From an optimization exercise on the open Yosys and OpenROAD flow, aimed at small area, a short achievable clock period and few clock cycles; shortcuts taken in it are not production practice. At most, simulation tests tie the RTL to the original design; equivalence was not proved.

## P
## LCD_CTRL
module LCD_CTRL(clk, reset, IROM_Q, cmd, cmd_valid, IROM_EN, IROM_A, IRB_RW, IRB_D, IRB_A, busy, done);
clock: 11.0 ns
lec_check: 0
cap_margin: 20
core_margin: 2
core_utilization: 40
cts_buf_list: sky130_fd_sc_hd__clkbuf_16
cts_cluster_diameter: 60
cts_cluster_size: 20
slew_margin: 20
standard.sh (not shown) runs the stock make flow with config.mk's settings and CLKGATE_MAP_FILE= SYNTH_SCRIPT=/design/flow/synth_recipe.tcl, a recipe that flattens the netlist after the stock synthesis.
==> flow/flow/run.sh <==
#!/bin/bash
# Layout: the standard flow (standard.sh), unchanged, except that its
# timing repair (floorplan, CTS and global-route repair_timing) aims at a
# setup margin of 7.5 ns instead of 0, so it sizes the critical paths for a
# shorter period. The SDC, the clock period and every other step are the
# standard ones. make's full output goes to flow.log here; each ORFS step
# writes its own log under orfs/logs/.
set -euo pipefail
bash standard.sh SETUP_SLACK_MARGIN=7.5 finish > flow.log 2>&1
Setup changes, P to Q
--- a/flow/design.v
+++ b/flow/design.v
@@ -237,19 +237,31 @@
 wire [2:0] Xf = fx ? 3'd0 - Xm : Xm;                     
 wire [2:0] Yf = fy ? 3'd0 - Ym : Ym;
 wire [2:0] Xb = tr ? Yf : Xf;
 wire [2:0] Yb = tr ? Xf : Yf;
 wire [3:0] ia_r = 4'b0001 << IROM_A[4:3];
 wire [3:0] ia_c = 4'b0001 << IROM_A[1:0];
 wire conf_n = ~IROM_EN & |(ia_r & (rwn[3:0] | rwn[7:4])) & |(ia_c & (cwn[3:0] | cwn[7:4]));
 wire ok_n = ({1'b0, rk(Yb, Xb)} < ln) & ~conf_n;
 wire [3:0] fwd = cls_or(win_n & land_dec);
-wire [63:0] wc = pend & ~(fin ? 64'd0 : (win_c | win_n));
+wire [3:0] chg;
+generate
+for (gi = 0; gi < 4; gi = gi + 1) begin : cg
+    assign chg[gi] = (nv[gi] != wv[gi]);
+end
+endgenerate
+wire [63:0] chg_m;
+generate
+for (gi = 0; gi < 64; gi = gi + 1) begin : cgm
+    assign chg_m[gi] = chg[{gi[3], gi[0]}];
+end
+endgenerate
+wire [63:0] wc = pend & ~(fin ? 64'd0 : win_c);
 wire [63:0] wc_p;
 generate
 for (gi = 0; gi < 64; gi = gi + 1) begin : wp
     assign wc_p[gi] = wc[SPIRAL[(63-gi)*6 +: 6]];
 end
 endgenerate
 wire [63:0] wg_p = wc_p & ~pre_or(wc_p);
 reg  [63:0] wg;
 always @(*) begin
@@ -328,19 +340,19 @@
         rtm <= a_up ? {1'b0, rtm[6:1]} : a_dn ? {rtm[5:0], 1'b0} : rtm;
         clm <= a_lf ? {1'b0, clm[6:1]} : a_rt ? {clm[5:0], 1'b0} : clm;
         rt <= rtm; cl <= clm;
         fx <= fxd; fy <= fyd; tr <= trd;
         ok <= ok_n;
         IROM_A <= ia_nx;
         IROM_EN <= n[6];
         n <= n + {6'd0, ~n[6]}; ln <= n;
         land_a <= IROM_A; land_v <= ~IROM_EN;
-        pend <= (pend & ~wg) | land_dec | (exec_d ? win_c : 64'd0);
+        pend <= (pend & ~wg) | land_dec | (exec_d ? (win_c & chg_m) : 64'd0);
         wv_r <= wany; IRB_RW <= ~wv_r;
         done <= done | (fin & ~|pend & ~wv_r & n[6] & IROM_EN & ~land_v);
     end
 end
 always @(posedge clk) begin
     wr_r <= wrow; wc_r <= wcol; IRB_A <= {enc8(wr_r), enc8(wc_r)}; IRB_D <= wd;
     for (i = 0; i < 4; i = i + 1)
         wv[i] <= exec_d ? nv[i] : (fwd[i] ? IROM_Q : rd[i]);
 end
### Flow results
Of Q and P, Q shows the lower global-route usage, with P above it. Sort Q and P by post-detailed-placement cell area asc -> top: P. Taking P as the reference, in Q count of unique library cells instantiated by Yosys has increased, tap cell instance count now sits higher. Average vias per placed instance (Q over P): decrease, about 2%. The area share of fa/ha/maj cells after synthesis of Q and that of P are within noise of each other. Higher worst stage delay on the critical path was reported by P, not Q. From P to Q, number of synthesized register bits did not move at all. Compared with P, the router placed more vias in Q. Q vs. P: floorplan row count grew by 0.90%.
No functional check of the RTL was part of any run of this note.

========
## JK
Another version of the RTL of LCD_CTRL (not shown whole).
Size: roughly 720 flip-flops, ~38 I/O pins, about 37000 µm² of cells after synthesis.
==> flow/design.v (excerpt) <==
module LCD_CTRL(clk, reset, IROM_Q, cmd, cmd_valid, IROM_EN, IROM_A, IRB_RW, IRB_D, IRB_A, busy, done);
input clk;
input reset;
input [7:0] IROM_Q;
input [2:0] cmd;
input cmd_valid;
output IROM_EN;
output [5:0] IROM_A;
output IRB_RW;
output [7:0] IRB_D;
output [5:0] IRB_A;
output busy;
output done;
reg        IROM_EN;
reg  [5:0] IROM_A;
reg        IRB_RW;
reg  [7:0] IRB_D;
reg  [5:0] IRB_A;
reg        busy;
reg        done;
localparam [383:0] SPIRAL = 384'hff8fb9df0f7abe8f3b9e07d85d01c03c8181142103db1d72ba9d339a179959138934a30bb6ab2b96275a55251392371b;
genvar gi, gj;
integer i, j;
reg  [511:0] img;         
reg  [6:0]   n;           
reg  [6:0]   ln;          
reg          fx, fy, tr;  
reg  [63:0]  pend;        
reg  [2:0]   Xm, Ym;      
reg  [6:0]   rtm, clm;    
reg  [6:0]   rt, cl;      
reg  [7:0]   wv [0:3];    
reg  [2:0]   c_r;         
reg          v_r;
reg          ok;          
reg          wb;          
reg  [3:0]   ent;         
reg          fin;         
reg  [5:0]   land_a;      
reg          land_v;
wire is_data = c_r[2] & (c_r[1] | c_r[0]);               
wire exec    = v_r & (~is_data | ok);                    
wire exec_d  = v_r & is_data & ok;
wire accept  = cmd_valid & ~busy & ~done;
wire a_up = accept & (cmd == 3'd1) & ~rtm[0];
wire a_dn = accept & (cmd == 3'd2) & ~rtm[6];
wire a_lf = accept & (cmd == 3'd3) & ~clm[0];
wire a_rt = accept & (cmd == 3'd4) & ~clm[6];
wire [7:0] rw  = {1'b0, rt} | {rt, 1'b0};                
wire [7:0] cw  = {1'b0, cl} | {cl, 1'b0};
wire [7:0] rwn = {1'b0, rtm} | {rtm, 1'b0};              
wire [7:0] cwn = {1'b0, clm} | {clm, 1'b0};
wire [63:0] win_c, win_n, land_dec;
generate
for (gi = 0; gi < 64; gi = gi + 1) begin : msk
  ...
clock: 11.0 ns
lec_check: 0
cap_margin: 20
core_margin: 2
core_utilization: 40
cts_buf_list: sky130_fd_sc_hd__clkbuf_16
cts_cluster_diameter: 70
cts_cluster_size: 25
slew_margin: 20
Scripts as last shown in full above: flow/flow/run.sh
JK went all the way through synthesis, placement and routing and the layout is clean on timing, DRC and antenna.
What MS does differently from JK at the input level:
--- a/flow/design.v
+++ b/flow/design.v
@@ -30,14 +30,12 @@
 reg  [6:0]   rtm, clm;    
 reg  [6:0]   rt, cl;      
 reg  [7:0]   wv [0:3];    
 reg  [2:0]   c_r;         
 reg          v_r;
 reg          ok;          
-reg          wb;          
-reg  [3:0]   ent;         
 reg          fin;         
 reg  [5:0]   land_a;      
 reg          land_v;
 wire is_data = c_r[2] & (c_r[1] | c_r[0]);               
 wire exec    = v_r & (~is_data | ok);                    
 wire exec_d  = v_r & is_data & ok;
@@ -237,15 +235,15 @@
     endcase
 endfunction
 wire [2:0] Xf = fx ? 3'd0 - Xm : Xm;                     
 wire [2:0] Yf = fy ? 3'd0 - Ym : Ym;
 wire [2:0] Xb = tr ? Yf : Xf;
 wire [2:0] Yb = tr ? Xf : Yf;
-wire [3:0] ia_r = 4'b0001 << ia_nx[4:3];
-wire [3:0] ia_c = 4'b0001 << ia_nx[1:0];
-wire conf_n = ~n[6] & |(ia_r & (rwn[3:0] | rwn[7:4])) & |(ia_c & (cwn[3:0] | cwn[7:4]));
+wire [3:0] ia_r = 4'b0001 << IROM_A[4:3];
+wire [3:0] ia_c = 4'b0001 << IROM_A[1:0];
+wire conf_n = ~IROM_EN & |(ia_r & (rwn[3:0] | rwn[7:4])) & |(ia_c & (cwn[3:0] | cwn[7:4]));
 wire ok_n = ({1'b0, rk(Yb, Xb)} < ln) & ~conf_n;
 wire [3:0] fwd = cls_or(win_n & land_dec);
 wire [63:0] wc = pend & ~(fin ? 64'd0 : win_c);
 wire [63:0] wc_p;
 generate
 for (gi = 0; gi < 64; gi = gi + 1) begin : wp
@@ -295,31 +293,31 @@
 wire [3:0] r4 = rw[3:0] | rw[7:4];
 wire [3:0] c4 = cw[3:0] | cw[7:4];
 wire [7:0] wbus [0:15];
 generate
 for (gi = 0; gi < 4; gi = gi + 1) begin : wbr
     for (gj = 0; gj < 4; gj = gj + 1) begin : wbc
-        wire s = wb & r4[gi] & c4[gj];
-        assign wbus[gi*4+gj] = s ? wv[(gi%2)*2 + gj%2] : IROM_Q;
+        wire s = exec_d & r4[gi] & c4[gj];
+        assign wbus[gi*4+gj] = s ? nv[(gi%2)*2 + gj%2] : IROM_Q;
     end
 end
 endgenerate
 always @(posedge clk) begin
     for (j = 0; j < 64; j = j + 1)
-        if (land_dec[j] | (wb & win_c[j]))
+        if (land_dec[j] | (exec_d & win_c[j]))
             img[j*8 +: 8] <= wbus[((j/8)%4)*4 + (j%8)%4];
 end
 wire       fin_n   = fin | (accept & (cmd == 3'd0));
 wire       v_r_n   = accept | (v_r & ~exec);
 wire [2:0] c_r_n   = accept ? cmd : c_r;
 wire       busy_n  = fin_n | (v_r_n & c_r_n[2] & (c_r_n[1] | c_r_n[0]) & ~ok_n);
 always @(posedge clk or posedge reset) begin
     if (reset) begin
         Xm <= 3'd4; Ym <= 3'd4; rtm <= 7'b0001000; clm <= 7'b0001000;
         rt <= 7'b0001000; cl <= 7'b0001000;
-        c_r <= 3'd0; v_r <= 1'b0; ok <= 1'b0; fin <= 1'b0; wb <= 1'b0; ent <= 4'd0;
+        c_r <= 3'd0; v_r <= 1'b0; ok <= 1'b0; fin <= 1'b0;
         busy <= 1'b0; done <= 1'b0;
         fx <= 1'b0; fy <= 1'b0; tr <= 1'b0;
         n <= 7'd1; ln <= 7'd0; pend <= 64'd0;
         IROM_A <= 6'd27; IROM_EN <= 1'b0;
         land_a <= 6'd0; land_v <= 1'b0;
         IRB_RW <= 1'b1; wv_r <= 1'b0;
@@ -328,24 +326,22 @@
         Ym  <= a_up ? Ym - 3'd1 : a_dn ? Ym + 3'd1 : Ym;
         Xm  <= a_lf ? Xm - 3'd1 : a_rt ? Xm + 3'd1 : Xm;
         rtm <= a_up ? {1'b0, rtm[6:1]} : a_dn ? {rtm[5:0], 1'b0} : rtm;
         clm <= a_lf ? {1'b0, clm[6:1]} : a_rt ? {clm[5:0], 1'b0} : clm;
         rt <= rtm; cl <= clm;
         fx <= fxd; fy <= fyd; tr <= trd;
-        ok <= ok_n; wb <= exec_d;
-        ent <= ({4{a_up}} & (Ym[0] ? 4'b1100 : 4'b0011)) | ({4{a_dn}} & (Ym[0] ? 4'b0011 : 4'b1100))
-             | ({4{a_lf}} & (Xm[0] ? 4'b1010 : 4'b0101)) | ({4{a_rt}} & (Xm[0] ? 4'b0101 : 4'b1010));
+        ok <= ok_n;
         IROM_A <= ia_nx;
         IROM_EN <= n[6];
         n <= n + {6'd0, ~n[6]}; ln <= n;
         land_a <= IROM_A; land_v <= ~IROM_EN;
         pend <= (pend & ~wg) | land_dec | (exec_d ? win_c : 64'd0);
         wv_r <= wany; IRB_RW <= ~wv_r;
         done <= done | (fin & ~|pend & ~wv_r & n[6] & IROM_EN & ~land_v);
     end
 end
 always @(posedge clk) begin
     wr_r <= wrow; wc_r <= wcol; IRB_A <= {enc8(wr_r), enc8(wc_r)}; IRB_D <= wd;
     for (i = 0; i < 4; i = i + 1)
-        wv[i] <= exec_d ? nv[i] : fwd[i] ? IROM_Q : ent[i] ? rd[i] : wv[i];
+        wv[i] <= exec_d ? nv[i] : (fwd[i] ? IROM_Q : rd[i]);
 end
 endmodule
- JK → MS: post-layout worst setup margin fell 68 ps.
- MS went all the way through the flow, and no timing, DRC or antenna check failed.
- Via count of the first global-routing pass for MS: 740 down relative to JK
- Area share of buffers outside the clock network: MS higher than JK
- Higher hold-critical path depth was reported by JK, not MS.
- Area after synthesis (MS vs. JK) decreases by a few percent
Testbench counts of MS, summed over its fixed seeds: cycles 5,582.
No functional check of the RTL was part of JK.

========
== run 1 ==
LCD_CTRL, a different RTL version from the one above (not shown whole).
Size in the first run: about 3300 cells after synthesis, ~710 flip-flops, roughly 38 I/O pins.
export LEC_CHECK = 0
export CAP_MARGIN = 20
export CORE_MARGIN = 2
export CORE_UTILIZATION = 40
export CTS_BUF_LIST = sky130_fd_sc_hd__clkbuf_16
export CTS_CLUSTER_DIAMETER = 80
export CTS_CLUSTER_SIZE = 30
export SLEW_MARGIN = 20
create_clock -name core_clock -period 11.0 [get_ports {clk}]
==> flow/flow/run.sh <==
#!/bin/bash
# Layout: the standard flow (standard.sh), unchanged, except that its
# timing repair (floorplan, CTS and global-route repair_timing) aims at a
# setup margin of 7.0 ns instead of 0, so it sizes the critical paths for a
# shorter period. The SDC, the clock period and every other step are the
# standard ones. make's full output goes to flow.log here; each ORFS step
# writes its own log under orfs/logs/.
set -euo pipefail
bash standard.sh SETUP_SLACK_MARGIN=7.0 finish > flow.log 2>&1
Testbench counts of run 1, summed over its fixed seeds: cycles 5,870.
#### Input delta (run 2 over run 1)
--- a/flow/design.v
+++ b/flow/design.v
@@ -441,33 +441,42 @@
 wire [63:0] wc = pend & ~(flush ? 64'd0 : win_c);
 wire [63:0] wc_p;
 generate
 for (gi = 0; gi < 64; gi = gi + 1) begin : wp
     assign wc_p[gi] = wc[SPIRAL[(63-gi)*6 +: 6]];
 end
 endgenerate
 wire [63:0] wg_p = wc_p & ~pre_or(wc_p);
-reg  [5:0]  wa;
 reg  [63:0] wg;
 always @(*) begin
-    wa = 6'd0; wg = 64'd0;
-    for (j = 0; j < 64; j = j + 1) begin
-        wa = wa | ({6{wg_p[j]}} & SPIRAL[(63-j)*6 +: 6]);
+    wg = 64'd0;
+    for (j = 0; j < 64; j = j + 1)
         wg[SPIRAL[(63-j)*6 +: 6]] = wg_p[j];
+end
+reg  [7:0]  wrow, wcol;
+always @(*) begin
+    wrow = 8'd0; wcol = 8'd0;
+    for (j = 0; j < 64; j = j + 1) begin
+        wrow[j/8] = wrow[j/8] | wg[j];
+        wcol[j%8] = wcol[j%8] | wg[j];
     end
 end
-reg  [5:0]  wa_r;
+reg  [7:0]  wr_r, wc_r;
 reg         wv_r;
 reg  [7:0]  wd;
 always @(*) begin
     wd = 8'd0;
     for (j = 0; j < 64; j = j + 1)
-        wd = wd | ({8{wa_r == j}} & img[j*8 +: 8]);
+        wd = wd | ({8{wr_r[j/8] & wc_r[j%8]}} & img[j*8 +: 8]);
 end
+function [2:0] enc8;
+    input [7:0] v;
+    enc8 = {|v[7:4], |{v[7:6], v[3:2]}, |{v[7], v[5], v[3], v[1]}};
+endfunction
 wire wany = |wc;
 function [63:0] pre_or;
     input [63:0] v;
     reg [63:0] s;
     integer d, q;
     begin
         s = v;
         for (d = 1; d < 64; d = d * 2)
@@ -518,13 +527,13 @@
         n <= n + {6'd0, ~n[6]}; ln <= n;
         land_a <= IROM_A; land_v <= ~IROM_EN;
         pend <= (pend & ~wg) | land_dec | (exec_d ? win_c : 64'd0);
         wv_r <= wany; IRB_RW <= ~wv_r;
         done <= done | (flush & ~|pend & ~wv_r & n[6] & IROM_EN & ~land_v);
     end
 end
 always @(posedge clk) begin
-    wa_r <= wa; IRB_A <= wa_r; IRB_D <= wd;
+    wr_r <= wrow; wc_r <= wcol; IRB_A <= {enc8(wr_r), enc8(wc_r)}; IRB_D <= wd;
     for (i = 0; i < 4; i = i + 1)
         wv[i] <= exec_d ? nv[i] : (fwd[i] ? IROM_Q : rd[i]);
 end
 endmodule
## What came out
Reported for run 1 and run 2, final global-route overflow total turned out identical to the last digit.
Comparing number of ordinary and repair buffers in the finished layout for run 1 and run 2, the bigger number came from run 1.
Delta (run 2 minus run 1): data arrival time of the critical path now smaller; global-route wire length before repair -11%.
Of the two values seen for cell with the largest stage delay on the worst path, sky130_fd_sc_hd__nor3_1 was produced by run 2 and sky130_fd_sc_hd__a221oi_1 by run 1.
Looking at beginning of the critical path, the c_r[1] result is from run 2; the wa_r[5] one comes from run 1.
Relative to run 1, the combined global-route utilization of all metal layers of run 2 is lower by 7.5 points.
Status: clock skew parity (run 1, run 2)
No functional check of the RTL was part of run 2.

## static timing again, ports no longer ideal
The results above use ideal ports. As a check the final layouts listed here were re-extracted and re-timed, cells and wires unchanged. Step 1, drivers: a clkbuf_16 drives clk and a buf_2 each remaining input, both assumed. Step 2 moves the port delays by t, midway between the first and last clock arrival at a register: inputs arrive t later, outputs are due t later. That takes back most of the time a late clock gives input paths. Slacks: ideal / step 1 / step 2; pairs: ideal / step 1.
| run | shift t [ns] | slack for setup (ns) | cell pins on the clock port's net |
|---|---|---|---|
| P | 0.740 | 7.251 / 7.251 / 6.773 | 1 |
| Q | 0.736 | 6.767 / 6.767 / 6.767 | 1 |
| JK | 0.772 | 7.405 / 7.362 / 6.880 | 1 |
| MS | 0.719 | 7.337 / 7.337 / 6.892 | 1 |
| run 1 | 0.758 | 6.945 / 6.945 / 6.872 | 1 |
| run 2 | 0.734 | 6.968 / 6.968 / 6.536 | 1 |
After both steps every run listed still meets setup and hold. For JK, which loses most, drivers alone change the setup slack by -0.043 ns; drivers and shift together by -0.525 ns.
